Background: an optimization exercise with open tools, aiming at small area, a short achievable clock period and few clock cycles per item. Do not read the settings as production practice. No functional check of the RTL was part of any run shown here. Power is estimated from default activity; no workload was simulated.

**flow/run.sh**
```bash
#!/bin/bash
# synth_recipe.tcl (not shown) runs the flow's synth.tcl, then flattens the netlist and writes it again
# the make line also repeats each setting of config.mk as NAME=value (left out here)
make -C /OpenROAD-flow-scripts/flow DESIGN_CONFIG=/design/flow/config.mk WORK_HOME=/design/flow/orfs CLKGATE_MAP_FILE= SYNTH_SCRIPT=/design/flow/synth_recipe.tcl finish
```
**flow/config.mk**
```make
export PLATFORM = sky130hd
export DESIGN_NAME = multiplier
export DESIGN_NICKNAME = multiplier
export VERILOG_FILES = /design/flow/design.v
export SDC_FILE = /design/flow/constraint.sdc
export NUM_CORES = 4
export LEC_CHECK = 0
export CAP_MARGIN = 20
export CORE_MARGIN = 2
export CORE_UTILIZATION = 40
export SLEW_MARGIN = 20
export SYNTH_HIERARCHICAL = 1
```
**flow/constraint.sdc**
```tcl
create_clock -name core_clock -period 4.0 [get_ports {clk}]
set_input_delay 0.8000 -clock core_clock [delete_from_list [all_inputs] [get_ports {clk}]]
set_output_delay 0.8000 -clock core_clock [all_outputs]
set_load 0.01 [all_outputs]
```
**flow/design.v**
```verilog
module multiplier(
	input logic clk,
	input logic rst,
	input logic start_flag,
	input logic[15:0] a,
	input logic[15:0] b,
	output logic[31:0] result,
	output logic status
	);
	logic one1;
	logic two2;
	logic cb3;
	logic y4;
	logic y5;
	logic y6;
	logic y7;
	logic y8;
	logic y9;
	logic y10;
	logic y11;
	logic y12;
	logic y13;
	logic y14;
	logic y15;
	logic y16;
	logic y17;
	logic y18;
	logic y19;
	logic y20;
	logic pp21;
	logic pp22;
	logic pp23;
	logic pp24;
	logic pp25;
	logic pp26;
	logic pp27;
	logic pp28;
	logic pp29;
	logic pp30;
	logic pp31;
	logic pp32;
	logic pp33;
	logic pp34;
	logic pp35;
	logic pp36;
	logic pp37;
	logic one38;
	logic two39;
	logic cb40;
	logic y41;
	logic y42;
	logic y43;
	logic y44;
	logic y45;
	logic y46;
	logic y47;
	logic y48;
	logic y49;
	logic y50;
	logic y51;
	logic y52;
	logic y53;
	logic y54;
	logic y55;
	logic y56;
	logic y57;
	logic pp58;
	logic pp59;
	logic pp60;
	logic pp61;
	logic pp62;
	logic pp63;
	logic pp64;
	logic pp65;
	logic pp66;
	logic pp67;
	logic pp68;
	logic pp69;
	logic pp70;
	logic pp71;
	logic pp72;
	logic pp73;
	logic pp74;
	logic one75;
	logic two76;
	logic cb77;
	logic y78;
	logic y79;
	logic y80;
	logic y81;
	logic y82;
	logic y83;
	logic y84;
	logic y85;
	logic y86;
	logic y87;
	logic y88;
	logic y89;
	logic y90;
	logic y91;
	logic y92;
	logic y93;
	logic y94;
	logic pp95;
	logic pp96;
	logic pp97;
	logic pp98;
	logic pp99;
	logic pp100;
	logic pp101;
	logic pp102;
	logic pp103;
	logic pp104;
	logic pp105;
	logic pp106;
	logic pp107;
	logic pp108;
	logic pp109;
	logic pp110;
	logic pp111;
	logic one112;
	logic two113;
	logic cb114;
	logic y115;
	logic y116;
	logic y117;
	logic y118;
	logic y119;
	logic y120;
	logic y121;
	logic y122;
	logic y123;
	logic y124;
	logic y125;
	logic y126;
	logic y127;
	logic y128;
	logic y129;
	logic y130;
	logic y131;
	logic pp132;
	logic pp133;
	logic pp134;
	logic pp135;
	logic pp136;
	logic pp137;
	logic pp138;
	logic pp139;
	logic pp140;
	logic pp141;
	logic pp142;
	logic pp143;
	logic pp144;
	logic pp145;
	logic pp146;
	logic pp147;
	logic pp148;
	logic one149;
	logic two150;
	logic cb151;
	logic y152;
	logic y153;
	logic y154;
	logic y155;
	logic y156;
	logic y157;
	logic y158;
	logic y159;
	logic y160;
	logic y161;
	logic y162;
	logic y163;
	logic y164;
	logic y165;
	logic y166;
	logic y167;
	logic y168;
	logic pp169;
	logic pp170;
	logic pp171;
	logic pp172;
	logic pp173;
	logic pp174;
	logic pp175;
	logic pp176;
	logic pp177;
	logic pp178;
	logic pp179;
	logic pp180;
	logic pp181;
	logic pp182;
	logic pp183;
	logic pp184;
	logic pp185;
	logic one186;
	logic two187;
	logic cb188;
	logic y189;
	logic y190;
	logic y191;
	logic y192;
	logic y193;
	logic y194;
	logic y195;
	logic y196;
	logic y197;
	logic y198;
	logic y199;
	logic y200;
	logic y201;
	logic y202;
	logic y203;
	logic y204;
	logic y205;
	logic pp206;
	logic pp207;
	logic pp208;
	logic pp209;
	logic pp210;
	logic pp211;
	logic pp212;
	logic pp213;
	logic pp214;
	logic pp215;
	logic pp216;
	logic pp217;
	logic pp218;
	logic pp219;
	logic pp220;
	logic pp221;
	logic pp222;
	logic one223;
	logic two224;
	logic cb225;
	logic y226;
	logic y227;
	logic y228;
	logic y229;
	logic y230;
	logic y231;
	logic y232;
	logic y233;
	logic y234;
	logic y235;
	logic y236;
	logic y237;
	logic y238;
	logic y239;
	logic y240;
	logic y241;
	logic y242;
	logic pp243;
	logic pp244;
	logic pp245;
	logic pp246;
	logic pp247;
	logic pp248;
	logic pp249;
	logic pp250;
	logic pp251;
	logic pp252;
	logic pp253;
	logic pp254;
	logic pp255;
	logic pp256;
	logic pp257;
	logic pp258;
	logic pp259;
	logic one260;
	logic two261;
	logic cb262;
	logic y263;
	logic y264;
	logic y265;
	logic y266;
	logic y267;
	logic y268;
	logic y269;
	logic y270;
	logic y271;
	logic y272;
	logic y273;
	logic y274;
	logic y275;
	logic y276;
	logic y277;
	logic y278;
	logic y279;
	logic pp280;
	logic pp281;
	logic pp282;
	logic pp283;
	logic pp284;
	logic pp285;
	logic pp286;
	logic pp287;
	logic pp288;
	logic pp289;
	logic pp290;
	logic pp291;
	logic pp292;
	logic pp293;
	logic pp294;
	logic pp295;
	logic pp296;
	logic s297;
	logic c298;
	logic s299;
	logic c300;
	logic s301;
	logic c302;
	logic s303;
	logic c304;
	logic s305;
	logic c306;
	logic s307;
	logic c308;
	logic s309;
	logic c310;
	logic s311;
	logic c312;
	logic s313;
	logic c314;
	logic s315;
	logic c316;
	logic s317;
	logic c318;
	logic s319;
	logic c320;
	logic s321;
	logic c322;
	logic s323;
	logic c324;
	logic s325;
	logic c326;
	logic s327;
	logic c328;
	logic s329;
	logic c330;
	logic s331;
	logic c332;
	logic s333;
	logic c334;
	logic s335;
	logic c336;
	logic s337;
	logic c338;
	logic s339;
	logic c340;
	logic s341;
	logic c342;
	logic s343;
	logic c344;
	logic s345;
	logic c346;
	logic s347;
	logic c348;
	logic s349;
	logic c350;
	logic s351;
	logic c352;
	logic s353;
	logic c354;
	logic s355;
	logic c356;
	logic s357;
	logic c358;
	logic s359;
	logic c360;
	logic s361;
	logic c362;
	logic s363;
	logic c364;
	logic s365;
	logic c366;
	logic s367;
	logic c368;
	logic s369;
	logic c370;
	logic s371;
	logic c372;
	logic s373;
	logic c374;
	logic s375;
	logic c376;
	logic s377;
	logic c378;
	logic s379;
	logic c380;
	logic s381;
	logic c382;
	logic s383;
	logic c384;
	logic s385;
	logic c386;
	logic s387;
	logic c388;
	logic s389;
	logic c390;
	logic s391;
	logic c392;
	logic s393;
	logic c394;
	logic s395;
	logic c396;
	logic s397;
	logic c398;
	logic s399;
	logic c400;
	logic s401;
	logic c402;
	logic s403;
	logic c404;
	logic s405;
	logic c406;
	logic s407;
	logic c408;
	logic s409;
	logic c410;
	logic s411;
	logic c412;
	logic s413;
	logic c414;
	logic s415;
	logic c416;
	logic s417;
	logic c418;
	logic s419;
	logic c420;
	logic s421;
	logic c422;
	logic s423;
	logic c424;
	logic s425;
	logic c426;
	logic s427;
	logic c428;
	logic s429;
	logic c430;
	logic s431;
	logic c432;
	logic s433;
	logic c434;
	logic s435;
	logic c436;
	logic s437;
	logic c438;
	logic s439;
	logic c440;
	logic s441;
	logic c442;
	logic s443;
	logic c444;
	logic s445;
	logic c446;
	logic s447;
	logic c448;
	logic s449;
	logic c450;
	logic s451;
	logic c452;
	logic s453;
	logic c454;
	logic s455;
	logic c456;
	logic s457;
	logic c458;
	logic s459;
	logic c460;
	logic s461;
	logic c462;
	logic s463;
	logic c464;
	logic s465;
	logic c466;
	logic s467;
	logic c468;
	logic s469;
	logic c470;
	logic s471;
	logic c472;
	logic s473;
	logic c474;
	logic s475;
	logic c476;
	logic s477;
	logic c478;
	logic s479;
	logic c480;
	logic s481;
	logic c482;
	logic s483;
	logic c484;
	logic s485;
	logic c486;
	logic s487;
	logic c488;
	logic s489;
	logic c490;
	logic s491;
	logic c492;
	logic s493;
	logic c494;
	logic s495;
	logic c496;
	logic s497;
	logic c498;
	logic s499;
	logic c500;
	logic s501;
	logic c502;
	logic s503;
	logic c504;
	logic s505;
	logic c506;
	logic s507;
	logic c508;
	logic s509;
	logic c510;
	logic s511;
	logic c512;
	logic s513;
	logic c514;
	logic s515;
	logic c516;
	logic s517;
	logic c518;
	logic s519;
	logic c520;
	logic q0_0;
	logic q0_1;
	logic q1_0;
	logic q2_0;
	logic q2_1;
	logic q3_0;
	logic q3_1;
	logic q4_0;
	logic q4_1;
	logic q5_0;
	logic q5_1;
	logic q6_0;
	logic q6_1;
	logic q7_0;
	logic q7_1;
	logic q8_0;
	logic q8_1;
	logic q9_0;
	logic q9_1;
	logic q10_0;
	logic q10_1;
	logic q11_0;
	logic q11_1;
	logic q12_0;
	logic q12_1;
	logic q13_0;
	logic q13_1;
	logic q14_0;
	logic q14_1;
	logic q15_0;
	logic q15_1;
	logic q16_0;
	logic q16_1;
	logic q17_0;
	logic q17_1;
	logic q18_0;
	logic q18_1;
	logic q19_0;
	logic q19_1;
	logic q20_0;
	logic q20_1;
	logic q21_0;
	logic q21_1;
	logic q22_0;
	logic q22_1;
	logic q23_0;
	logic q23_1;
	logic q24_0;
	logic q24_1;
	logic q25_0;
	logic q25_1;
	logic q26_0;
	logic q26_1;
	logic q27_0;
	logic q27_1;
	logic q28_0;
	logic q28_1;
	logic q29_0;
	logic q29_1;
	logic q30_0;
	logic q30_1;
	logic done;
	assign one1 = b[0];
	assign two2 = b[1] & ~b[0];
	assign cb3 = b[1] | ~b[0];
	assign y4 = ~(a[0] ^ b[1]);
	assign y5 = ~(a[1] ^ b[1]);
	assign y6 = ~(a[2] ^ b[1]);
	assign y7 = ~(a[3] ^ b[1]);
	assign y8 = ~(a[4] ^ b[1]);
	assign y9 = ~(a[5] ^ b[1]);
	assign y10 = ~(a[6] ^ b[1]);
	assign y11 = ~(a[7] ^ b[1]);
	assign y12 = ~(a[8] ^ b[1]);
	assign y13 = ~(a[9] ^ b[1]);
	assign y14 = ~(a[10] ^ b[1]);
	assign y15 = ~(a[11] ^ b[1]);
	assign y16 = ~(a[12] ^ b[1]);
	assign y17 = ~(a[13] ^ b[1]);
	assign y18 = ~(a[14] ^ b[1]);
	assign y19 = ~(a[15] ^ b[1]);
	assign y20 = ~b[1];
	mult_pp u_pp21 (.one(one1), .two(two2), .y0(y4), .y1(y20), .p(pp21));
	mult_pp u_pp22 (.one(one1), .two(two2), .y0(y5), .y1(y4), .p(pp22));
	mult_pp u_pp23 (.one(one1), .two(two2), .y0(y6), .y1(y5), .p(pp23));
	mult_pp u_pp24 (.one(one1), .two(two2), .y0(y7), .y1(y6), .p(pp24));
	mult_pp u_pp25 (.one(one1), .two(two2), .y0(y8), .y1(y7), .p(pp25));
	mult_pp u_pp26 (.one(one1), .two(two2), .y0(y9), .y1(y8), .p(pp26));
	mult_pp u_pp27 (.one(one1), .two(two2), .y0(y10), .y1(y9), .p(pp27));
	mult_pp u_pp28 (.one(one1), .two(two2), .y0(y11), .y1(y10), .p(pp28));
	mult_pp u_pp29 (.one(one1), .two(two2), .y0(y12), .y1(y11), .p(pp29));
	mult_pp u_pp30 (.one(one1), .two(two2), .y0(y13), .y1(y12), .p(pp30));
	mult_pp u_pp31 (.one(one1), .two(two2), .y0(y14), .y1(y13), .p(pp31));
	mult_pp u_pp32 (.one(one1), .two(two2), .y0(y15), .y1(y14), .p(pp32));
	mult_pp u_pp33 (.one(one1), .two(two2), .y0(y16), .y1(y15), .p(pp33));
	mult_pp u_pp34 (.one(one1), .two(two2), .y0(y17), .y1(y16), .p(pp34));
	mult_pp u_pp35 (.one(one1), .two(two2), .y0(y18), .y1(y17), .p(pp35));
	mult_pp u_pp36 (.one(one1), .two(two2), .y0(y19), .y1(y18), .p(pp36));
	assign pp37 = (one1 | two2) & y19;
	assign one38 = b[2] ^ b[1];
	assign two39 = (b[3] & ~b[2] & ~b[1]) | (~b[3] & b[2] & b[1]);
	assign cb40 = b[3] | ~(b[2] | b[1]);
	assign y41 = ~(a[0] ^ b[3]);
	assign y42 = ~(a[1] ^ b[3]);
	assign y43 = ~(a[2] ^ b[3]);
	assign y44 = ~(a[3] ^ b[3]);
	assign y45 = ~(a[4] ^ b[3]);
	assign y46 = ~(a[5] ^ b[3]);
	assign y47 = ~(a[6] ^ b[3]);
	assign y48 = ~(a[7] ^ b[3]);
	assign y49 = ~(a[8] ^ b[3]);
	assign y50 = ~(a[9] ^ b[3]);
	assign y51 = ~(a[10] ^ b[3]);
	assign y52 = ~(a[11] ^ b[3]);
	assign y53 = ~(a[12] ^ b[3]);
	assign y54 = ~(a[13] ^ b[3]);
	assign y55 = ~(a[14] ^ b[3]);
	assign y56 = ~(a[15] ^ b[3]);
	assign y57 = ~b[3];
	mult_pp u_pp58 (.one(one38), .two(two39), .y0(y41), .y1(y57), .p(pp58));
	mult_pp u_pp59 (.one(one38), .two(two39), .y0(y42), .y1(y41), .p(pp59));
	mult_pp u_pp60 (.one(one38), .two(two39), .y0(y43), .y1(y42), .p(pp60));
	mult_pp u_pp61 (.one(one38), .two(two39), .y0(y44), .y1(y43), .p(pp61));
	mult_pp u_pp62 (.one(one38), .two(two39), .y0(y45), .y1(y44), .p(pp62));
	mult_pp u_pp63 (.one(one38), .two(two39), .y0(y46), .y1(y45), .p(pp63));
	mult_pp u_pp64 (.one(one38), .two(two39), .y0(y47), .y1(y46), .p(pp64));
	mult_pp u_pp65 (.one(one38), .two(two39), .y0(y48), .y1(y47), .p(pp65));
	mult_pp u_pp66 (.one(one38), .two(two39), .y0(y49), .y1(y48), .p(pp66));
	mult_pp u_pp67 (.one(one38), .two(two39), .y0(y50), .y1(y49), .p(pp67));
	mult_pp u_pp68 (.one(one38), .two(two39), .y0(y51), .y1(y50), .p(pp68));
	mult_pp u_pp69 (.one(one38), .two(two39), .y0(y52), .y1(y51), .p(pp69));
	mult_pp u_pp70 (.one(one38), .two(two39), .y0(y53), .y1(y52), .p(pp70));
	mult_pp u_pp71 (.one(one38), .two(two39), .y0(y54), .y1(y53), .p(pp71));
	mult_pp u_pp72 (.one(one38), .two(two39), .y0(y55), .y1(y54), .p(pp72));
	mult_pp u_pp73 (.one(one38), .two(two39), .y0(y56), .y1(y55), .p(pp73));
	assign pp74 = (one38 | two39) & y56;
	assign one75 = b[4] ^ b[3];
	assign two76 = (b[5] & ~b[4] & ~b[3]) | (~b[5] & b[4] & b[3]);
	assign cb77 = b[5] | ~(b[4] | b[3]);
	assign y78 = ~(a[0] ^ b[5]);
	assign y79 = ~(a[1] ^ b[5]);
	assign y80 = ~(a[2] ^ b[5]);
	assign y81 = ~(a[3] ^ b[5]);
	assign y82 = ~(a[4] ^ b[5]);
	assign y83 = ~(a[5] ^ b[5]);
	assign y84 = ~(a[6] ^ b[5]);
	assign y85 = ~(a[7] ^ b[5]);
	assign y86 = ~(a[8] ^ b[5]);
	assign y87 = ~(a[9] ^ b[5]);
	assign y88 = ~(a[10] ^ b[5]);
	assign y89 = ~(a[11] ^ b[5]);
	assign y90 = ~(a[12] ^ b[5]);
	assign y91 = ~(a[13] ^ b[5]);
	assign y92 = ~(a[14] ^ b[5]);
	assign y93 = ~(a[15] ^ b[5]);
	assign y94 = ~b[5];
	mult_pp u_pp95 (.one(one75), .two(two76), .y0(y78), .y1(y94), .p(pp95));
	mult_pp u_pp96 (.one(one75), .two(two76), .y0(y79), .y1(y78), .p(pp96));
	mult_pp u_pp97 (.one(one75), .two(two76), .y0(y80), .y1(y79), .p(pp97));
	mult_pp u_pp98 (.one(one75), .two(two76), .y0(y81), .y1(y80), .p(pp98));
	mult_pp u_pp99 (.one(one75), .two(two76), .y0(y82), .y1(y81), .p(pp99));
	mult_pp u_pp100 (.one(one75), .two(two76), .y0(y83), .y1(y82), .p(pp100));
	mult_pp u_pp101 (.one(one75), .two(two76), .y0(y84), .y1(y83), .p(pp101));
	mult_pp u_pp102 (.one(one75), .two(two76), .y0(y85), .y1(y84), .p(pp102));
	mult_pp u_pp103 (.one(one75), .two(two76), .y0(y86), .y1(y85), .p(pp103));
	mult_pp u_pp104 (.one(one75), .two(two76), .y0(y87), .y1(y86), .p(pp104));
	mult_pp u_pp105 (.one(one75), .two(two76), .y0(y88), .y1(y87), .p(pp105));
	mult_pp u_pp106 (.one(one75), .two(two76), .y0(y89), .y1(y88), .p(pp106));
	mult_pp u_pp107 (.one(one75), .two(two76), .y0(y90), .y1(y89), .p(pp107));
	mult_pp u_pp108 (.one(one75), .two(two76), .y0(y91), .y1(y90), .p(pp108));
	mult_pp u_pp109 (.one(one75), .two(two76), .y0(y92), .y1(y91), .p(pp109));
	mult_pp u_pp110 (.one(one75), .two(two76), .y0(y93), .y1(y92), .p(pp110));
	assign pp111 = (one75 | two76) & y93;
	assign one112 = b[6] ^ b[5];
	assign two113 = (b[7] & ~b[6] & ~b[5]) | (~b[7] & b[6] & b[5]);
	assign cb114 = b[7] | ~(b[6] | b[5]);
	assign y115 = ~(a[0] ^ b[7]);
	assign y116 = ~(a[1] ^ b[7]);
	assign y117 = ~(a[2] ^ b[7]);
	assign y118 = ~(a[3] ^ b[7]);
	assign y119 = ~(a[4] ^ b[7]);
	assign y120 = ~(a[5] ^ b[7]);
	assign y121 = ~(a[6] ^ b[7]);
	assign y122 = ~(a[7] ^ b[7]);
	assign y123 = ~(a[8] ^ b[7]);
	assign y124 = ~(a[9] ^ b[7]);
	assign y125 = ~(a[10] ^ b[7]);
	assign y126 = ~(a[11] ^ b[7]);
	assign y127 = ~(a[12] ^ b[7]);
	assign y128 = ~(a[13] ^ b[7]);
	assign y129 = ~(a[14] ^ b[7]);
	assign y130 = ~(a[15] ^ b[7]);
	assign y131 = ~b[7];
	mult_pp u_pp132 (.one(one112), .two(two113), .y0(y115), .y1(y131), .p(pp132));
	mult_pp u_pp133 (.one(one112), .two(two113), .y0(y116), .y1(y115), .p(pp133));
	mult_pp u_pp134 (.one(one112), .two(two113), .y0(y117), .y1(y116), .p(pp134));
	mult_pp u_pp135 (.one(one112), .two(two113), .y0(y118), .y1(y117), .p(pp135));
	mult_pp u_pp136 (.one(one112), .two(two113), .y0(y119), .y1(y118), .p(pp136));
	mult_pp u_pp137 (.one(one112), .two(two113), .y0(y120), .y1(y119), .p(pp137));
	mult_pp u_pp138 (.one(one112), .two(two113), .y0(y121), .y1(y120), .p(pp138));
	mult_pp u_pp139 (.one(one112), .two(two113), .y0(y122), .y1(y121), .p(pp139));
	mult_pp u_pp140 (.one(one112), .two(two113), .y0(y123), .y1(y122), .p(pp140));
	mult_pp u_pp141 (.one(one112), .two(two113), .y0(y124), .y1(y123), .p(pp141));
	mult_pp u_pp142 (.one(one112), .two(two113), .y0(y125), .y1(y124), .p(pp142));
	mult_pp u_pp143 (.one(one112), .two(two113), .y0(y126), .y1(y125), .p(pp143));
	mult_pp u_pp144 (.one(one112), .two(two113), .y0(y127), .y1(y126), .p(pp144));
	mult_pp u_pp145 (.one(one112), .two(two113), .y0(y128), .y1(y127), .p(pp145));
	mult_pp u_pp146 (.one(one112), .two(two113), .y0(y129), .y1(y128), .p(pp146));
	mult_pp u_pp147 (.one(one112), .two(two113), .y0(y130), .y1(y129), .p(pp147));
	assign pp148 = (one112 | two113) & y130;
	assign one149 = b[8] ^ b[7];
	assign two150 = (b[9] & ~b[8] & ~b[7]) | (~b[9] & b[8] & b[7]);
	assign cb151 = b[9] | ~(b[8] | b[7]);
	assign y152 = ~(a[0] ^ b[9]);
	assign y153 = ~(a[1] ^ b[9]);
	assign y154 = ~(a[2] ^ b[9]);
	assign y155 = ~(a[3] ^ b[9]);
	assign y156 = ~(a[4] ^ b[9]);
	assign y157 = ~(a[5] ^ b[9]);
	assign y158 = ~(a[6] ^ b[9]);
	assign y159 = ~(a[7] ^ b[9]);
	assign y160 = ~(a[8] ^ b[9]);
	assign y161 = ~(a[9] ^ b[9]);
	assign y162 = ~(a[10] ^ b[9]);
	assign y163 = ~(a[11] ^ b[9]);
	assign y164 = ~(a[12] ^ b[9]);
	assign y165 = ~(a[13] ^ b[9]);
	assign y166 = ~(a[14] ^ b[9]);
	assign y167 = ~(a[15] ^ b[9]);
	assign y168 = ~b[9];
	mult_pp u_pp169 (.one(one149), .two(two150), .y0(y152), .y1(y168), .p(pp169));
	mult_pp u_pp170 (.one(one149), .two(two150), .y0(y153), .y1(y152), .p(pp170));
	mult_pp u_pp171 (.one(one149), .two(two150), .y0(y154), .y1(y153), .p(pp171));
	mult_pp u_pp172 (.one(one149), .two(two150), .y0(y155), .y1(y154), .p(pp172));
	mult_pp u_pp173 (.one(one149), .two(two150), .y0(y156), .y1(y155), .p(pp173));
	mult_pp u_pp174 (.one(one149), .two(two150), .y0(y157), .y1(y156), .p(pp174));
	mult_pp u_pp175 (.one(one149), .two(two150), .y0(y158), .y1(y157), .p(pp175));
	mult_pp u_pp176 (.one(one149), .two(two150), .y0(y159), .y1(y158), .p(pp176));
	mult_pp u_pp177 (.one(one149), .two(two150), .y0(y160), .y1(y159), .p(pp177));
	mult_pp u_pp178 (.one(one149), .two(two150), .y0(y161), .y1(y160), .p(pp178));
	mult_pp u_pp179 (.one(one149), .two(two150), .y0(y162), .y1(y161), .p(pp179));
	mult_pp u_pp180 (.one(one149), .two(two150), .y0(y163), .y1(y162), .p(pp180));
	mult_pp u_pp181 (.one(one149), .two(two150), .y0(y164), .y1(y163), .p(pp181));
	mult_pp u_pp182 (.one(one149), .two(two150), .y0(y165), .y1(y164), .p(pp182));
	mult_pp u_pp183 (.one(one149), .two(two150), .y0(y166), .y1(y165), .p(pp183));
	mult_pp u_pp184 (.one(one149), .two(two150), .y0(y167), .y1(y166), .p(pp184));
	assign pp185 = (one149 | two150) & y167;
	assign one186 = b[10] ^ b[9];
	assign two187 = (b[11] & ~b[10] & ~b[9]) | (~b[11] & b[10] & b[9]);
	assign cb188 = b[11] | ~(b[10] | b[9]);
	assign y189 = ~(a[0] ^ b[11]);
	assign y190 = ~(a[1] ^ b[11]);
	assign y191 = ~(a[2] ^ b[11]);
	assign y192 = ~(a[3] ^ b[11]);
	assign y193 = ~(a[4] ^ b[11]);
	assign y194 = ~(a[5] ^ b[11]);
	assign y195 = ~(a[6] ^ b[11]);
	assign y196 = ~(a[7] ^ b[11]);
	assign y197 = ~(a[8] ^ b[11]);
	assign y198 = ~(a[9] ^ b[11]);
	assign y199 = ~(a[10] ^ b[11]);
	assign y200 = ~(a[11] ^ b[11]);
	assign y201 = ~(a[12] ^ b[11]);
	assign y202 = ~(a[13] ^ b[11]);
	assign y203 = ~(a[14] ^ b[11]);
	assign y204 = ~(a[15] ^ b[11]);
	assign y205 = ~b[11];
	mult_pp u_pp206 (.one(one186), .two(two187), .y0(y189), .y1(y205), .p(pp206));
	mult_pp u_pp207 (.one(one186), .two(two187), .y0(y190), .y1(y189), .p(pp207));
	mult_pp u_pp208 (.one(one186), .two(two187), .y0(y191), .y1(y190), .p(pp208));
	mult_pp u_pp209 (.one(one186), .two(two187), .y0(y192), .y1(y191), .p(pp209));
	mult_pp u_pp210 (.one(one186), .two(two187), .y0(y193), .y1(y192), .p(pp210));
	mult_pp u_pp211 (.one(one186), .two(two187), .y0(y194), .y1(y193), .p(pp211));
	mult_pp u_pp212 (.one(one186), .two(two187), .y0(y195), .y1(y194), .p(pp212));
	mult_pp u_pp213 (.one(one186), .two(two187), .y0(y196), .y1(y195), .p(pp213));
	mult_pp u_pp214 (.one(one186), .two(two187), .y0(y197), .y1(y196), .p(pp214));
	mult_pp u_pp215 (.one(one186), .two(two187), .y0(y198), .y1(y197), .p(pp215));
	mult_pp u_pp216 (.one(one186), .two(two187), .y0(y199), .y1(y198), .p(pp216));
	mult_pp u_pp217 (.one(one186), .two(two187), .y0(y200), .y1(y199), .p(pp217));
	mult_pp u_pp218 (.one(one186), .two(two187), .y0(y201), .y1(y200), .p(pp218));
	mult_pp u_pp219 (.one(one186), .two(two187), .y0(y202), .y1(y201), .p(pp219));
	mult_pp u_pp220 (.one(one186), .two(two187), .y0(y203), .y1(y202), .p(pp220));
	mult_pp u_pp221 (.one(one186), .two(two187), .y0(y204), .y1(y203), .p(pp221));
	assign pp222 = (one186 | two187) & y204;
	assign one223 = b[12] ^ b[11];
	assign two224 = (b[13] & ~b[12] & ~b[11]) | (~b[13] & b[12] & b[11]);
	assign cb225 = b[13] | ~(b[12] | b[11]);
	assign y226 = ~(a[0] ^ b[13]);
	assign y227 = ~(a[1] ^ b[13]);
	assign y228 = ~(a[2] ^ b[13]);
	assign y229 = ~(a[3] ^ b[13]);
	assign y230 = ~(a[4] ^ b[13]);
	assign y231 = ~(a[5] ^ b[13]);
	assign y232 = ~(a[6] ^ b[13]);
	assign y233 = ~(a[7] ^ b[13]);
	assign y234 = ~(a[8] ^ b[13]);
	assign y235 = ~(a[9] ^ b[13]);
	assign y236 = ~(a[10] ^ b[13]);
	assign y237 = ~(a[11] ^ b[13]);
	assign y238 = ~(a[12] ^ b[13]);
	assign y239 = ~(a[13] ^ b[13]);
	assign y240 = ~(a[14] ^ b[13]);
	assign y241 = ~(a[15] ^ b[13]);
	assign y242 = ~b[13];
	mult_pp u_pp243 (.one(one223), .two(two224), .y0(y226), .y1(y242), .p(pp243));
	mult_pp u_pp244 (.one(one223), .two(two224), .y0(y227), .y1(y226), .p(pp244));
	mult_pp u_pp245 (.one(one223), .two(two224), .y0(y228), .y1(y227), .p(pp245));
	mult_pp u_pp246 (.one(one223), .two(two224), .y0(y229), .y1(y228), .p(pp246));
	mult_pp u_pp247 (.one(one223), .two(two224), .y0(y230), .y1(y229), .p(pp247));
	mult_pp u_pp248 (.one(one223), .two(two224), .y0(y231), .y1(y230), .p(pp248));
	mult_pp u_pp249 (.one(one223), .two(two224), .y0(y232), .y1(y231), .p(pp249));
	mult_pp u_pp250 (.one(one223), .two(two224), .y0(y233), .y1(y232), .p(pp250));
	mult_pp u_pp251 (.one(one223), .two(two224), .y0(y234), .y1(y233), .p(pp251));
	mult_pp u_pp252 (.one(one223), .two(two224), .y0(y235), .y1(y234), .p(pp252));
	mult_pp u_pp253 (.one(one223), .two(two224), .y0(y236), .y1(y235), .p(pp253));
	mult_pp u_pp254 (.one(one223), .two(two224), .y0(y237), .y1(y236), .p(pp254));
	mult_pp u_pp255 (.one(one223), .two(two224), .y0(y238), .y1(y237), .p(pp255));
	mult_pp u_pp256 (.one(one223), .two(two224), .y0(y239), .y1(y238), .p(pp256));
	mult_pp u_pp257 (.one(one223), .two(two224), .y0(y240), .y1(y239), .p(pp257));
	mult_pp u_pp258 (.one(one223), .two(two224), .y0(y241), .y1(y240), .p(pp258));
	assign pp259 = (one223 | two224) & y241;
	assign one260 = b[14] ^ b[13];
	assign two261 = (b[15] & ~b[14] & ~b[13]) | (~b[15] & b[14] & b[13]);
	assign cb262 = b[15] | ~(b[14] | b[13]);
	assign y263 = ~(a[0] ^ b[15]);
	assign y264 = ~(a[1] ^ b[15]);
	assign y265 = ~(a[2] ^ b[15]);
	assign y266 = ~(a[3] ^ b[15]);
	assign y267 = ~(a[4] ^ b[15]);
	assign y268 = ~(a[5] ^ b[15]);
	assign y269 = ~(a[6] ^ b[15]);
	assign y270 = ~(a[7] ^ b[15]);
	assign y271 = ~(a[8] ^ b[15]);
	assign y272 = ~(a[9] ^ b[15]);
	assign y273 = ~(a[10] ^ b[15]);
	assign y274 = ~(a[11] ^ b[15]);
	assign y275 = ~(a[12] ^ b[15]);
	assign y276 = ~(a[13] ^ b[15]);
	assign y277 = ~(a[14] ^ b[15]);
	assign y278 = ~(a[15] ^ b[15]);
	assign y279 = ~b[15];
	mult_pp u_pp280 (.one(one260), .two(two261), .y0(y263), .y1(y279), .p(pp280));
	mult_pp u_pp281 (.one(one260), .two(two261), .y0(y264), .y1(y263), .p(pp281));
	mult_pp u_pp282 (.one(one260), .two(two261), .y0(y265), .y1(y264), .p(pp282));
	mult_pp u_pp283 (.one(one260), .two(two261), .y0(y266), .y1(y265), .p(pp283));
	mult_pp u_pp284 (.one(one260), .two(two261), .y0(y267), .y1(y266), .p(pp284));
	mult_pp u_pp285 (.one(one260), .two(two261), .y0(y268), .y1(y267), .p(pp285));
	mult_pp u_pp286 (.one(one260), .two(two261), .y0(y269), .y1(y268), .p(pp286));
	mult_pp u_pp287 (.one(one260), .two(two261), .y0(y270), .y1(y269), .p(pp287));
	mult_pp u_pp288 (.one(one260), .two(two261), .y0(y271), .y1(y270), .p(pp288));
	mult_pp u_pp289 (.one(one260), .two(two261), .y0(y272), .y1(y271), .p(pp289));
	mult_pp u_pp290 (.one(one260), .two(two261), .y0(y273), .y1(y272), .p(pp290));
	mult_pp u_pp291 (.one(one260), .two(two261), .y0(y274), .y1(y273), .p(pp291));
	mult_pp u_pp292 (.one(one260), .two(two261), .y0(y275), .y1(y274), .p(pp292));
	mult_pp u_pp293 (.one(one260), .two(two261), .y0(y276), .y1(y275), .p(pp293));
	mult_pp u_pp294 (.one(one260), .two(two261), .y0(y277), .y1(y276), .p(pp294));
	mult_pp u_pp295 (.one(one260), .two(two261), .y0(y278), .y1(y277), .p(pp295));
	assign pp296 = (one260 | two261) & y278;
	mult_ha u_s297 (.x(cb40), .y(pp23), .s(s297), .c(c298));
	mult_ha u_s299 (.x(pp24), .y(pp59), .s(s299), .c(c300));
	mult_fa u_s301 (.x(cb77), .y(pp25), .z(pp60), .s(s301), .c(c302));
	mult_ha u_s303 (.x(pp95), .y(c300), .s(s303), .c(c304));
	mult_fa u_s305 (.x(pp26), .y(pp61), .z(pp96), .s(s305), .c(c306));
	mult_ha u_s307 (.x(c304), .y(c302), .s(s307), .c(c308));
	mult_fa u_s309 (.x(cb114), .y(pp27), .z(pp62), .s(s309), .c(c310));
	mult_fa u_s311 (.x(pp97), .y(pp132), .z(c306), .s(s311), .c(c312));
	mult_ha u_s313 (.x(s309), .y(c308), .s(s313), .c(c314));
	mult_fa u_s315 (.x(pp28), .y(pp63), .z(pp98), .s(s315), .c(c316));
	mult_fa u_s317 (.x(pp133), .y(c310), .z(s315), .s(s317), .c(c318));
	mult_ha u_s319 (.x(c312), .y(c314), .s(s319), .c(c320));
	mult_fa u_s321 (.x(cb151), .y(pp29), .z(pp64), .s(s321), .c(c322));
	mult_fa u_s323 (.x(pp99), .y(pp134), .z(pp169), .s(s323), .c(c324));
	mult_fa u_s325 (.x(c316), .y(s321), .z(s323), .s(s325), .c(c326));
	mult_ha u_s327 (.x(c318), .y(c320), .s(s327), .c(c328));
	mult_fa u_s329 (.x(pp30), .y(pp65), .z(pp100), .s(s329), .c(c330));
	mult_fa u_s331 (.x(pp135), .y(pp170), .z(c322), .s(s331), .c(c332));
	mult_fa u_s333 (.x(c324), .y(s329), .z(c326), .s(s333), .c(c334));
	mult_ha u_s335 (.x(s331), .y(c328), .s(s335), .c(c336));
	mult_fa u_s337 (.x(cb188), .y(pp31), .z(pp66), .s(s337), .c(c338));
	mult_fa u_s339 (.x(pp101), .y(pp136), .z(pp171), .s(s339), .c(c340));
	mult_fa u_s341 (.x(pp206), .y(c330), .z(s337), .s(s341), .c(c342));
	mult_fa u_s343 (.x(s339), .y(c332), .z(s341), .s(s343), .c(c344));
	mult_ha u_s345 (.x(c334), .y(c336), .s(s345), .c(c346));
	mult_fa u_s347 (.x(pp32), .y(pp67), .z(pp102), .s(s347), .c(c348));
	mult_fa u_s349 (.x(pp137), .y(pp172), .z(pp207), .s(s349), .c(c350));
	mult_fa u_s351 (.x(c338), .y(c340), .z(s347), .s(s351), .c(c352));
	mult_fa u_s353 (.x(s349), .y(c342), .z(s351), .s(s353), .c(c354));
	mult_ha u_s355 (.x(c344), .y(s353), .s(s355), .c(c356));
	mult_fa u_s357 (.x(cb225), .y(pp33), .z(pp68), .s(s357), .c(c358));
	mult_fa u_s359 (.x(pp103), .y(pp138), .z(pp173), .s(s359), .c(c360));
	mult_fa u_s361 (.x(pp208), .y(pp243), .z(c348), .s(s361), .c(c362));
	mult_fa u_s363 (.x(c350), .y(s357), .z(s359), .s(s363), .c(c364));
	mult_fa u_s365 (.x(c352), .y(s361), .z(s363), .s(s365), .c(c366));
	mult_ha u_s367 (.x(c354), .y(s365), .s(s367), .c(c368));
	mult_fa u_s369 (.x(pp34), .y(pp69), .z(pp104), .s(s369), .c(c370));
	mult_fa u_s371 (.x(pp139), .y(pp174), .z(pp209), .s(s371), .c(c372));
	mult_fa u_s373 (.x(pp244), .y(c358), .z(c360), .s(s373), .c(c374));
	mult_fa u_s375 (.x(s369), .y(s371), .z(c362), .s(s375), .c(c376));
	mult_fa u_s377 (.x(c364), .y(s373), .z(s375), .s(s377), .c(c378));
	mult_ha u_s379 (.x(c366), .y(c368), .s(s379), .c(c380));
	mult_fa u_s381 (.x(cb262), .y(pp35), .z(pp70), .s(s381), .c(c382));
	mult_fa u_s383 (.x(pp105), .y(pp140), .z(pp175), .s(s383), .c(c384));
	mult_fa u_s385 (.x(pp210), .y(pp245), .z(pp280), .s(s385), .c(c386));
	mult_fa u_s387 (.x(c370), .y(c372), .z(s381), .s(s387), .c(c388));
	mult_fa u_s389 (.x(s383), .y(s385), .z(c374), .s(s389), .c(c390));
	mult_fa u_s391 (.x(s387), .y(c376), .z(s389), .s(s391), .c(c392));
	mult_ha u_s393 (.x(c378), .y(s391), .s(s393), .c(c394));
	mult_fa u_s395 (.x(pp36), .y(pp71), .z(pp106), .s(s395), .c(c396));
	mult_fa u_s397 (.x(pp141), .y(pp176), .z(pp211), .s(s397), .c(c398));
	mult_fa u_s399 (.x(pp246), .y(pp281), .z(c382), .s(s399), .c(c400));
	mult_fa u_s401 (.x(c384), .y(c386), .z(s395), .s(s401), .c(c402));
	mult_fa u_s403 (.x(s397), .y(c388), .z(s399), .s(s403), .c(c404));
	mult_fa u_s405 (.x(s401), .y(c390), .z(s403), .s(s405), .c(c406));
	mult_ha u_s407 (.x(c392), .y(s405), .s(s407), .c(c408));
	assign s409 = ~(pp37 ^ pp72);
	assign c410 = pp37 | pp72;
	mult_fa u_s411 (.x(pp107), .y(pp142), .z(pp177), .s(s411), .c(c412));
	mult_fa u_s413 (.x(pp212), .y(pp247), .z(pp282), .s(s413), .c(c414));
	mult_fa u_s415 (.x(c396), .y(c398), .z(s409), .s(s415), .c(c416));
	mult_fa u_s417 (.x(s411), .y(s413), .z(c400), .s(s417), .c(c418));
	mult_fa u_s419 (.x(c402), .y(s415), .z(c404), .s(s419), .c(c420));
	mult_fa u_s421 (.x(s417), .y(c406), .z(s419), .s(s421), .c(c422));
	assign s423 = ~(pp73 ^ pp108);
	assign c424 = pp73 | pp108;
	mult_fa u_s425 (.x(pp143), .y(pp178), .z(pp213), .s(s425), .c(c426));
	mult_fa u_s427 (.x(pp248), .y(pp283), .z(c410), .s(s427), .c(c428));
	mult_fa u_s429 (.x(c412), .y(c414), .z(s423), .s(s429), .c(c430));
	mult_fa u_s431 (.x(s425), .y(c416), .z(s427), .s(s431), .c(c432));
	mult_fa u_s433 (.x(s429), .y(c418), .z(s431), .s(s433), .c(c434));
	mult_ha u_s435 (.x(c420), .y(s433), .s(s435), .c(c436));
	mult_fa u_s437 (.x(pp74), .y(pp109), .z(pp144), .s(s437), .c(c438));
	mult_fa u_s439 (.x(pp179), .y(pp214), .z(pp249), .s(s439), .c(c440));
	mult_fa u_s441 (.x(pp284), .y(c424), .z(c426), .s(s441), .c(c442));
	mult_fa u_s443 (.x(s437), .y(s439), .z(c428), .s(s443), .c(c444));
	mult_fa u_s445 (.x(c430), .y(s441), .z(c432), .s(s445), .c(c446));
	mult_fa u_s447 (.x(s443), .y(c434), .z(s445), .s(s447), .c(c448));
	assign s449 = ~(pp110 ^ pp145);
	assign c450 = pp110 | pp145;
	mult_fa u_s451 (.x(pp180), .y(pp215), .z(pp250), .s(s451), .c(c452));
	mult_fa u_s453 (.x(pp285), .y(c438), .z(c440), .s(s453), .c(c454));
	mult_fa u_s455 (.x(s449), .y(s451), .z(c442), .s(s455), .c(c456));
	mult_fa u_s457 (.x(s453), .y(c444), .z(s455), .s(s457), .c(c458));
	mult_ha u_s459 (.x(c446), .y(s457), .s(s459), .c(c460));
	mult_fa u_s461 (.x(pp111), .y(pp146), .z(pp181), .s(s461), .c(c462));
	mult_fa u_s463 (.x(pp216), .y(pp251), .z(pp286), .s(s463), .c(c464));
	mult_fa u_s465 (.x(c450), .y(c452), .z(s461), .s(s465), .c(c466));
	mult_fa u_s467 (.x(s463), .y(c454), .z(s465), .s(s467), .c(c468));
	mult_fa u_s469 (.x(c456), .y(s467), .z(c458), .s(s469), .c(c470));
	assign s471 = ~(pp147 ^ pp182);
	assign c472 = pp147 | pp182;
	mult_fa u_s473 (.x(pp217), .y(pp252), .z(pp287), .s(s473), .c(c474));
	mult_fa u_s475 (.x(c462), .y(c464), .z(s471), .s(s475), .c(c476));
	mult_fa u_s477 (.x(s473), .y(c466), .z(s475), .s(s477), .c(c478));
	mult_ha u_s479 (.x(c468), .y(s477), .s(s479), .c(c480));
	mult_fa u_s481 (.x(pp148), .y(pp183), .z(pp218), .s(s481), .c(c482));
	mult_fa u_s483 (.x(pp253), .y(pp288), .z(c472), .s(s483), .c(c484));
	mult_fa u_s485 (.x(c474), .y(s481), .z(c476), .s(s485), .c(c486));
	mult_fa u_s487 (.x(s483), .y(c478), .z(s485), .s(s487), .c(c488));
	assign s489 = ~(pp184 ^ pp219);
	assign c490 = pp184 | pp219;
	mult_fa u_s491 (.x(pp254), .y(pp289), .z(c482), .s(s491), .c(c492));
	mult_fa u_s493 (.x(s489), .y(c484), .z(s491), .s(s493), .c(c494));
	mult_ha u_s495 (.x(c486), .y(s493), .s(s495), .c(c496));
	mult_fa u_s497 (.x(pp185), .y(pp220), .z(pp255), .s(s497), .c(c498));
	mult_fa u_s499 (.x(pp290), .y(c490), .z(s497), .s(s499), .c(c500));
	mult_fa u_s501 (.x(c492), .y(s499), .z(c494), .s(s501), .c(c502));
	assign s503 = ~(pp221 ^ pp256);
	assign c504 = pp221 | pp256;
	mult_fa u_s505 (.x(pp291), .y(c498), .z(s503), .s(s505), .c(c506));
	mult_ha u_s507 (.x(c500), .y(s505), .s(s507), .c(c508));
	mult_fa u_s509 (.x(pp222), .y(pp257), .z(pp292), .s(s509), .c(c510));
	mult_fa u_s511 (.x(c504), .y(s509), .z(c506), .s(s511), .c(c512));
	assign s513 = ~(pp258 ^ pp293);
	assign c514 = pp258 | pp293;
	mult_ha u_s515 (.x(c510), .y(s513), .s(s515), .c(c516));
	mult_fa u_s517 (.x(pp259), .y(pp294), .z(c514), .s(s517), .c(c518));
	assign s519 = ~pp295;
	assign c520 = pp295;
	always_ff @(posedge clk) begin
		q0_0 <= pp21;
		q0_1 <= cb3;
		q1_0 <= pp22;
		q2_0 <= pp58;
		q2_1 <= s297;
		q3_0 <= c298;
		q3_1 <= s299;
		q4_0 <= s301;
		q4_1 <= s303;
		q5_0 <= s305;
		q5_1 <= s307;
		q6_0 <= s311;
		q6_1 <= s313;
		q7_0 <= s317;
		q7_1 <= s319;
		q8_0 <= s325;
		q8_1 <= s327;
		q9_0 <= s333;
		q9_1 <= s335;
		q10_0 <= s343;
		q10_1 <= s345;
		q11_0 <= c346;
		q11_1 <= s355;
		q12_0 <= c356;
		q12_1 <= s367;
		q13_0 <= s377;
		q13_1 <= s379;
		q14_0 <= c380;
		q14_1 <= s393;
		q15_0 <= c394;
		q15_1 <= s407;
		q16_0 <= c408;
		q16_1 <= s421;
		q17_0 <= c422;
		q17_1 <= s435;
		q18_0 <= c436;
		q18_1 <= s447;
		q19_0 <= c448;
		q19_1 <= s459;
		q20_0 <= c460;
		q20_1 <= s469;
		q21_0 <= c470;
		q21_1 <= s479;
		q22_0 <= c480;
		q22_1 <= s487;
		q23_0 <= c488;
		q23_1 <= s495;
		q24_0 <= c496;
		q24_1 <= s501;
		q25_0 <= c502;
		q25_1 <= s507;
		q26_0 <= c508;
		q26_1 <= s511;
		q27_0 <= c512;
		q27_1 <= s515;
		q28_0 <= c516;
		q28_1 <= s517;
		q29_0 <= c518;
		q29_1 <= s519;
		q30_0 <= pp296;
		q30_1 <= c520;
	end
	always_ff @(posedge clk or negedge rst) begin
		if(~rst) done <= 1'b0;
		else done <= start_flag;
	end
	logic[32:0] hi;
	assign hi = {1'b1, q30_0, q29_0, q28_0, q27_0, q26_0, q25_0, q24_0, q23_0, q22_0, q21_0, q20_0, q19_0, q18_0, q17_0, q16_0, q15_0, q14_0, q13_0, q12_0, q11_0, q10_0, q9_0, q8_0, q7_0, q6_0, q5_0, q4_0, q3_0, q2_0, q1_0, q0_0, 1'b0} + {1'b0, q30_1, q29_1, q28_1, q27_1, q26_1, q25_1, q24_1, q23_1, q22_1, q21_1, q20_1, q19_1, q18_1, q17_1, q16_1, q15_1, q14_1, q13_1, q12_1, q11_1, q10_1, q9_1, q8_1, q7_1, q6_1, q5_1, q4_1, q3_1, q2_1, 1'b0, q0_1, 1'b0};
	assign result = hi[32:1];
	assign status = done;
endmodule
module mult_fa(input logic x, input logic y, input logic z, output logic s, output logic c);
	assign s = x ^ y ^ z;
	assign c = (x & y) | (x & z) | (y & z);
endmodule
module mult_pp(input logic one, input logic two, input logic y0, input logic y1, output logic p);
	assign p = ~((one & y0) | (two & y1));
endmodule
module mult_ha(input logic x, input logic y, output logic s, output logic c);
	assign s = x ^ y;
	assign c = x & y;
endmodule
```
==> run summary, run 1 <==
total CTS buffers 9; clock-pin slew on the worst setup and hold paths around 0.060 ns; MaxCap Viol Count 0; Final Hold Fails 0; Yosys Warn Count 7; Seq. cell area 1250 µm²; Tcrit/Tclk final 0.979; Die W between 100 and 150 µm; ys flop type dfxtp_1; share of cells above drive strength 1 0.384; num rows 52; Pre-antenna DRT Iters 5; final wirelength around 22,000 µm; sw frac 0.430; FF+latch count, synth between 60 and 70; hpwl dp about 19,000 µm; Post-Layout Inst Area 11,000 µm²; ranking of synthesized cells by area fa_1, a22oi_2, xnor2_1, dfxtp_1, ha_1; max_slew headroom 0.725; first-pass GRT wire length approximately 35,000 µm; WS Path Type in2reg; VDD IR max 0.000271 V; Initial DRC Count around 420; core box area 20,100 µm²; Clk pwr share 0.101; biggest area consumer among synthesized cells fa_1; Routed WL per cell 17.7 µm; CP peak stage delay about 0.54 ns; # hold bufs at CTS 0; Avg Cell Area, Syn about 11 µm²; combinational share of power 0.765; power per cell area roughly 700 nW/µm²; Remaining DRCs 0; Least-Margin Pin Slew 0.408 ns; Finished Layout Cells approximately 1,300; Cell Area, Placed ~10,000 µm²; Crit path required time about 4.2 ns; die height between 100 and 150 µm; EDFF count, synth 0; Min-Delay Path Class in2async; Vias 6,488; Leak about 0.0042 µW; top cell type's share of synthesized area 0.206; Fill cells ~1,800; GRT overflow 0; Async S/R FF share, synth 0.0161; Slew Viols, Final 0; FMAX between 200 and 300 MHz; # clock sinks slightly above 60; Final Net Count 1,162; RePlAce Congestion about 0.87; Initial Utilization 0.406; Mapped Area 8150 µm²; Seq/Total Area, Yosys 0.153; area of the multi-input gates 6880 µm²; final worst-path setup slack about 0.085 ns; Switch Pwr 3240 µW; placed cells approximately 1,200; CP Cell Sequence clkdlybuf4s50_1 -> inv_1 -> ha_4 -> a22oi_2 -> fa_1 -> fa_2 -> fa_2 -> fa_1 -> fa_1; Synth cell types 56; Root Buffer clkbuf_16; worst-path fanout max 6; pre-CTS setup slack -0.551 ns; Finished Core Util 0.545; Max Root-Sink Buffers 2; CP Capture Type register; Port Buffer Count 67; CTS tree built; die area ~22,000 µm²; largest net degree at the start of global routing 21; slowest cell on the critical path fa_1; WP data arrival around 4.1 ns; initial antenna violation count 0; average vias per placed instance between 5 and 6; Mapped Nets 951; GRT Total Usage 0.210; cells after synthesis 767; critical path startpoint category input pin; CTS H-Tree Depth 3; Top cell by count, worst path fa_1; critical path's top delay family adder cells; most common cell after layout, fill and taps aside buf_4; ant diodes 0; Reg power frac 0.134; CP bufs+invs 2; Area Growth Syn to Fin 34.4%; internal power 4300 µW; Final ANT Viol Nets 0; # IOs between 60 and 70; vias in the first global route 6,418; status timing/DRC/antenna clean; total power ~7500 µW; commonest non-fill, non-tap cells in the layout buf_4, xnor2_1, a22oi_2; Tmin final just under 4 ns; setup violators final 0
## worst paths after layout
| check | from | endpoint | slack [ns] | cells past startpoint |
|---|---|---|---|---|
| worst max-delay path | b[8] | q16_1$_DFF_P_ | 0.08 | 9 |
| worst min-delay path | rst | done$_DFF_PN0_ | 0.61 | 1 |
| max in group asynchronous | rst | done$_DFF_PN0_ | 3.29 | 1 |
| min in group core_clock | start_flag | done$_DFF_PN0_ | 0.91 | 1 |
## cells in the mapped netlist, drive strengths merged (2+ instances only)
cell type and instances:
nor2b 3, xnor2 146, o211ai 4, and3 3, xor2 9, nand2b 3
a31oi 7, a211oi 4, fa 84, buf 10, clkbuf 25, nand3b 2
a22oi 129, dfxtp 61, nor3 3, o21ai 25, ha 65, a21oi 29
and2 3, inv 47, nand3 14, or2 7, a21o 15, nor2 13
nand2 27, o21a 9, a211o 2
## modules after synthesis (local to each module, per instance)
module / flops+latches / cells / copies in the design / cell area (µm²)
mult_fa: 0 / 1 / 84 / 20.0
multiplier: 62 / 535 / 1 / 4620
mult_pp: 0 / 1 / 128 / 12.5
mult_ha: 0 / 1 / 20 / 12.5
## cell families after synthesis
| group | share of synthesized area |
|---|---|
| xor+xnor | 0.167 |
| buf+inv | 0.0379 |
| fa+ha+maj | 0.306 |
| compound gates | 0.286 |
| flops | 0.153 |
| simple gates | 0.0510 |
## routing by layer
| metal | track usage | share of wire | vias up | wire length [µm] |
|---|---|---|---|---|
| met5 | 0 | 0 | - | 0 |
| met4 | 0.0539 | 0.016 | 0 | 365 |
| met3 | 0.0314 | 0.050 | 24 | 1100 |
| met2 | 0.318 | 0.43 | 145 | 9660 |
| met1 | 0.313 | 0.50 | 3153 | 11100 |
| li1 | - | - | 3166 | - |
## final cells by class
| cell class | instances | area share |
|---|---|---|
| Multi-Input combinational cell | 623 | 0.628 |
| Timing Repair Buffer | 235 | 0.185 |
| Sequential cell | 62 | 0.114 |
| Tap cell | 270 | 0.0308 |
| Clock buffer | 10 | 0.0209 |
| Inverter | 47 | 0.0161 |
| Clock inverter | 6 | 0.00571 |
## through the flow
step | setup TNS [ns] | hold slack (ns)
after global routing | -0.00612 | 0.607
final | 0 | 0.609
after CTS | 0 | 0.599
after floorplan | -0.0412 | 0.504
after global placement | -6.70 | 0.949
after detailed placement | -7.75 | 0.951
## timing repair
action	in CTS	in global routing
gates resized for setup	30	25
setup endpoints to repair	17	17
buffers inserted	4	6
pin swaps	5	13
## power by group through the flow
stage | Combinational (µW) | Sequential [µW] | Clock, µW
global placement | 5620 | 1020 | 0
finish | 5770 | 1010 | 763
detailed placement | 5700 | 1020 | 0
floorplan | 3540 | 989 | 0
global route | 6350 | 1030 | 805
CTS | 5770 | 1010 | 781
==> run 2: changes to the inputs <==
--- a/flow/config.mk
+++ b/flow/config.mk
@@ -8,5 +8,6 @@
 export CAP_MARGIN = 20
 export CORE_MARGIN = 2
 export CORE_UTILIZATION = 40
+export GPL_TIMING_DRIVEN = 0
 export SLEW_MARGIN = 20
 export SYNTH_HIERARCHICAL = 1
==> run 2 against run 1 <==
Sequential power hardly changed; routed wire length shrank 2.1%; via count decreased by 4.3%; die area is the same; largest power group unchanged; worst setup slack got worse by 0.028 ns; critical path type unchanged.
==> run summary, run 2 <==
die height approximately 150 µm; critical path startpoint category input pin; MaxCap Viol Count 0; most common cell after layout, fill and taps aside xnor2_1; unrepaired setup endpoints after global routing true; critical path's top delay family adder cells; GRT Total Usage 0.204; Remaining DRCs 0; worst-path fanout max 5; Pre-antenna DRT Iters 5; share of cells above drive strength 1 0.342; Initial Utilization 0.406; post-synthesis adder-cell area fraction 0.306; WP data arrival a little over 4 ns; CP Capture Type register; count leader, synth xnor2_1; Slew Viols, Final 0; average vias per placed instance approximately 5.3; status timing/DRC/antenna clean; Least-Margin Pin Slew approximately 1.1 ns; cells after synthesis between 700 and 800; Top cell by count, worst path fa_2; Mapped Nets between 900 and 1,000; # clock sinks 62; CP Cell Sequence clkdlybuf4s50_1 -> inv_2 -> ha_4 -> buf_12 -> a22oi_2 -> fa_2 -> fa_1 -> fa_2 -> fa_2 -> ha_1; slowest cell on the critical path fa_2; FF+latch count, synth a little over 60; Synth cell types 56; largest family of logic cells by synthesized area adder cells; first-pass GRT wire length approximately 34,000 µm; final wirelength between 20,000 and 25,000 µm; CP bufs+invs 3; EDFF count, synth 0; mux share of post-synthesis cell area 0; Tmin final slightly below 4 ns; Die W approximately 150 µm; Cell Area, Placed ~9200 µm²; CTS H-Tree Depth 3; Final Net Count roughly 1,100; CTS tree built; Compound-Gate Fraction of Synth Area 0.286; # hold bufs at CTS 0; Port Buffer Count 49; most frequent cells after synthesis xnor2_1, a22oi_2, fa_1, ha_1, dfxtp_1; Final ANT Viol Nets 0; core box area about 20,000 µm²; total CTS buffers 9; simple-gate share of the synthesized area 0.0510; Mapped Area approximately 8000 µm²; Avg Cell Area, Syn ~11 µm²; max_slew headroom 0.295; VDD IR max 0.000288 V; vias in the first global route a little over 6,000; commonest non-fill, non-tap cells in the layout xnor2_1, a22oi_2, fa_1; Fill cells about 1,800; initial antenna violation count 0; internal power ~4300 µW; Switch Pwr ~3200 µW; crit path to q19_1$_DFF_P_; ys flop type dfxtp_1; Area Growth Syn to Fin 28.4%; Routed WL per cell approximately 19 µm; Crit path required time roughly 4.2 ns; GRT overflow 0; hpwl dp between 15,000 and 20,000 µm; # IOs roughly 70; Leak 0.00391 µW; clock-pin slew on the worst setup and hold paths ~0.05 ns; Finished Layout Cells 1,163; sw frac 0.428; ant diodes 0; area of the multi-input gates between 7000 and 8000 µm²; Max Root-Sink Buffers 2; power per cell area between 700 and 800 nW/µm²; ranking of synthesized cells by area fa_1, a22oi_2, xnor2_1, dfxtp_1, ha_1; die area 21,500 µm²; top cell type's share of synthesized area 0.206; WS Path Type in2reg; CP startpoint b[7]; Post-Synth XOR/XNOR Area 0.167; Reg power frac 0.134; FMAX approximately 250 MHz; Initial DRC Count 326; Min-Delay Path Class in2async; Post-Layout Inst Area 10,500 µm²; biggest area consumer among synthesized cells fa_1; Tcrit/Tclk final 0.986; num rows 52; Seq. cell area between 1000 and 1500 µm²; setup violators final 0; Final Hold Fails 0; CP peak stage delay ~0.58 ns; Worst path depth 10; Async S/R FF share, synth 0.0161; Vias 6,206; Yosys Warn Count 7; placed cells about 1,100; Clk pwr share 0.098; largest net degree at the start of global routing 19; RePlAce Congestion between 0.8 and 0.9; combinational share of power 0.768; Root Buffer clkbuf_16; Seq/Total Area, Yosys 0.153
run 2: layout make-up:
cell class,instances,area share
Buffer,35,0.0284
Multi-Input combinational cell,623,0.675
Tap cell,270,0.0323
Timing Repair Buffer,111,0.101
Clock inverter,4,0.00454
Clock buffer,11,0.0232
Sequential cell,62,0.119
Inverter,47,0.0169
run 2: metal layers:
layer  part of all wire  track usage
met2               0.43        0.313
met5                  0            0
met1               0.48        0.299
met4              0.016       0.0456
met3              0.067       0.0391
run 2: worst min path at each step:
stage	endpoint	start
CTS	done$_DFF_PN0_	rst
finish	done$_DFF_PN0_	rst
global route	done$_DFF_PN0_	rst
floorplan	done$_DFF_PN0_	rst
detailed placement	done$_DFF_PN0_	rst
global placement	done$_DFF_PN0_	rst
run 2: cell families after synthesis:
family | after synthesis
compound gates | 236
xor+xnor | 155
fa+ha+maj | 149
simple gates | 83
buf+inv | 82
flops | 62
run 2: power groups by stage:
| stage | combinational (µW) | clock (µW) | sequential [µW] |
|---|---|---|---|
| 2_1_floorplan | 3540 | 0 | 989 |
| 3_3_place_gp | 5410 | 0 | 1010 |
| 3_5_place_dp | 5450 | 0 | 1010 |
| 4_1_cts | 5630 | 758 | 1000 |
| 5_1_grt | 6380 | 784 | 1020 |
| 6_report | 5740 | 735 | 1000 |
run 2: Yosys stat by module (local to each module, per instance):
module,cells,flip-flops and latches
mult_fa,1,0
mult_ha,1,0
mult_pp,1,0
multiplier,535,62
run 2: timing repair:
item,in CTS,in global routing
setup buffers,31,29
gates resized for setup,77,40
pin swaps,15,21
cloned,1,0
endpoints found under the setup margin,40,25
run 2: through the flow:
stage / TNS, ns / setup slack [ns] / util / hold WS [ns] / power (µW)
floorplan: -0.0412 / -0.0412 / - / 0.504 / 4520
global placement: -25.13 / -1.21 / 0.455 / 0.949 / 6430
detailed placement: -25.40 / -1.23 / 0.456 / 0.952 / 6460
CTS: 0 / 0.00506 / 0.503 / 0.606 / 7400
global route: -0.0514 / -0.0310 / 0.521 / 0.612 / 8190
finish: 0 / 0.0562 / 0.521 / 0.619 / 7470
==> run 3: changes to the inputs <==
==> flow/flow/run.sh (new file) <==
#!/bin/bash
set -euo pipefail
cd "$(dirname "$0")/.."
export BUFFER_PORTS_ARGS="-buffer_cell sky130_fd_sc_hd__buf_2"
bash standard.sh > make.log 2>&1
==> flow/standard.sh (new file) <==
#!/bin/bash
# synth_recipe.tcl (not shown) runs the flow's synth.tcl, then flattens the netlist and writes it again
# the make line also repeats each setting of config.mk as NAME=value (left out here)
make -C /OpenROAD-flow-scripts/flow DESIGN_CONFIG=/design/flow/config.mk WORK_HOME=/design/flow/orfs CLKGATE_MAP_FILE= SYNTH_SCRIPT=/design/flow/synth_recipe.tcl "${@:-finish}"
removed: flow/run.sh
==> run 3 against run 2 <==
Utilization is 4.4 points lower; sequential share of layout area is 1.1 points higher; non-clock buffer count is 36 lower; final cell count is 3.1% lower; global-route usage is 0.83 points lower; largest power group unchanged; clock-buffer cell count stayed put; highest routed layer unchanged; sequential power hardly changed; hold slack worse by 0.38 ns; synthesized cell count stayed put; via count is 3.8% lower; largest cell class unchanged.
==> run summary, run 3 <==
Die W between 100 and 150 µm; placed cells about 1,100; Async S/R FF share, synth 0.0161; share of cells above drive strength 1 0.334; most frequent cells after synthesis xnor2_1, a22oi_2, fa_1, ha_1, dfxtp_1; Yosys Warn Count 7; met2 wire length approximately 8800 µm; average vias per placed instance between 5 and 6; ys flop type dfxtp_1; worst-path fanout max 10; Met1 Wirelength ~10,000 µm; Port Buffer Count 49; first-pass GRT wire length 33,300 µm; top cell type's share of synthesized area 0.206; final wirelength just over 20,000 µm; Final ANT Viol Nets 0; Finished Layout Cells roughly 1,100; hpwl dp 16,700 µm; RePlAce Congestion between 0.8 and 0.9; # clock sinks a little over 60; Post-Layout Inst Area 9590 µm²; Final Hold Fails 0; WP data arrival roughly 4.1 ns; cells after synthesis about 770; ranking of synthesized cells by area fa_1, a22oi_2, xnor2_1, dfxtp_1, ha_1; met3 wire length about 1100 µm; GRT Total Usage 0.196; Initial Utilization 0.406; initial antenna violation count 0; CP Capture Type register; Top Layer Used met4; clock-pin slew on the worst setup and hold paths ~0.050 ns; Top cell by count, worst path fa_1; vias in the first global route 6,126; CP peak stage delay around 0.54 ns; power per cell area between 700 and 800 nW/µm²; commonest non-fill, non-tap cells in the layout xnor2_1, a22oi_2, fa_1; VDD IR max 0.000245 V; Mapped Area 8150 µm²; largest net degree at the start of global routing 19; critical path startpoint category input pin; Root Buffer clkbuf_16; Seq/Total Area, Yosys 0.153; Synth cell types 56; Avg Cell Area, Syn 10.6 µm²; Tcrit/Tclk final 0.987; CP Cell Sequence buf_2 -> clkbuf_4 -> clkbuf_8 -> xnor2_1 -> a22oi_2 -> fa_1 -> fa_1 -> fa_1 -> fa_1 -> fa_1; max_slew headroom 0.422; CTS H-Tree Depth 3; FMAX ~250 MHz; die height 147 µm; Least-Margin Pin Slew 0.867 ns; status timing/DRC/antenna clean; MaxCap Viol Count 0; Max Root-Sink Buffers 2; critical path's top delay family adder cells; slowest cell on the critical path fa_1; count leader, synth xnor2_1; setup violators final 0; Initial DRC Count 360; Mapped Nets ~950; Crit path required time approximately 4.2 ns; Area Growth Syn to Fin 17.6%; unrepaired setup endpoints after global routing true; die area about 22,000 µm²; num rows 52; CTS tree built; Routed WL per cell around 18 µm; Cell Area, Placed 8920 µm²; Final Net Count about 1,000; Leak between 0.003 and 0.004 µW; EDFF count, synth 0; Slew Viols, Final 0; WS Path Type in2reg; Remaining DRCs 0; most common cell after layout, fill and taps aside xnor2_1; CP bufs+invs 3; Vias between 5,000 and 6,000; ant diodes 0; FF+latch count, synth 62; total CTS buffers 9; Fill cells roughly 1,900; GRT overflow 0; Pre-antenna DRT Iters 7; biggest area consumer among synthesized cells fa_1; final hold slack between 0.2 and 0.25 ns; # IOs slightly below 70; Tmin final 3.95 ns; core box area approximately 20,000 µm²; Min-Delay Path Class in2async
## run 3: changes by cell type in the layout (fill, tap and decap cells not counted), moves of 6 or more
cell	previous run	this run
buf_2	1	50
buf_4	49	25
buf_6	10	1
clkdlybuf4s50_1	36	0
dlymetal6s2s_1	9	0
fa_1	68	82
fa_2	16	2
xnor2_4	7	1
## run 3: per-module statistics from Yosys (local to each module, per instance)
| module | flip-flops and latches | area [µm²] | cells | times used |
|---|---|---|---|---|
| multiplier | 62 | 4620 | 535 | 1 |
| mult_fa | 0 | 20.0 | 1 | 84 |
| mult_ha | 0 | 12.5 | 1 | 20 |
| mult_pp | 0 | 12.5 | 1 | 128 |
## run 3: cell type report
type / instances / area, µm² / share of cell area
Clock inverter: 4 / 47.5 / 0.00496
Sequential cell: 62 / 1250 / 0.130
Clock buffer: 11 / 243 / 0.0253
Timing Repair Buffer: 75 / 457 / 0.0476
Tap cell: 270 / 338 / 0.0352
Inverter: 47 / 176 / 0.0184
Buffer: 35 / 210 / 0.0219
Multi-Input combinational cell: 623 / 6870 / 0.716
## run 3: per-stage QoR
step | setup slack, ns | setup TNS, ns | util | power, µW
after global routing | -0.0449 | -0.103 | 0.477 | 7450
final | 0.0530 | 0 | 0.477 | 6720
after floorplan | -0.0412 | -0.0412 | - | 4520
after CTS | 0.0106 | 0 | 0.470 | 6750
after detailed placement | -0.570 | -7.36 | 0.444 | 5950
after global placement | -0.533 | -7.02 | 0.443 | 5890
## run 3: logic make-up (layout without fill, tap and decap cells)
family,count (synthesis),in the layout,share of synthesized area
adders and majority gates,149,149,0.306
buffers and inverters,82,172,0.0379
and+or+nand+nor,83,83,0.0510
DFF,62,62,0.153
AOI/OAI and AO/OA,236,236,0.286
xor gates and xnor gates,155,155,0.167
## run 3: power breakdown
part,internal [µW],total [µW],switching (µW),leakage [µW]
logic,2210,4990,2770,0.00290
registers,921,999,78.0,0.000525
clock network,492,740,248,0.000141
## run 3: timing repair
action                                  in CTS  in global routing
hold buffers                                 0                  0
gates resized for setup                     19                 18
endpoints found under the setup margin      11                  9
pin swaps                                    5                  1
setup buffers                               14                 11
## run 3: worst paths after layout
check	start	endpoint	slack [ns]	cells past startpoint
max	b[9]	q16_1$_DFF_P_	0.05	10
min	rst	done$_DFF_PN0_	0.24	1
max in group asynchronous	rst	done$_DFF_PN0_	3.67	1
min in group core_clock	start_flag	done$_DFF_PN0_	0.59	1
## run 3: per-layer routing
metal / global-route usage / vias to the layer above
li1: - / 2916
met1: 0.292 / 2883
met2: 0.296 / 153
met3: 0.0304 / 20
met4: 0.0500 / 0
met5: 0 / -

-- afterwards: timing with drivers on the ports --
In the flow no input, the clock included, has a driving cell. The finished layouts below were timed again as built, in two steps. Step 1: set_driving_cell puts a clkbuf_16 on clk and a buf_2 on each other input, an assumption about the parent block. Step 2 moves the port delays by t, midway between the first and last clock arrival at a register: inputs arrive t later, outputs are due t later. That takes back most of the time a late clock gives input paths. Three values: ideal, step 1, step 2; two values: the first two.
run | shift t [ns] | setup slack, ns | latest minus earliest clock arrival (ns)
run 1 | 0.365 | 0.085 / 0.089 / -0.269 | 0.010 / 0.010
run 2 | 0.353 | 0.056 / 0.067 / -0.286 | 0.010 / 0.010
run 3 | 0.356 | 0.053 / 0.067 / -0.289 | 0.010 / 0.010
With both steps, setup timing fails in every run listed, where it was met with ideal ports. For run 1, which loses most, drivers alone change the setup slack by +0.004 ns; drivers and shift together by -0.354 ns.
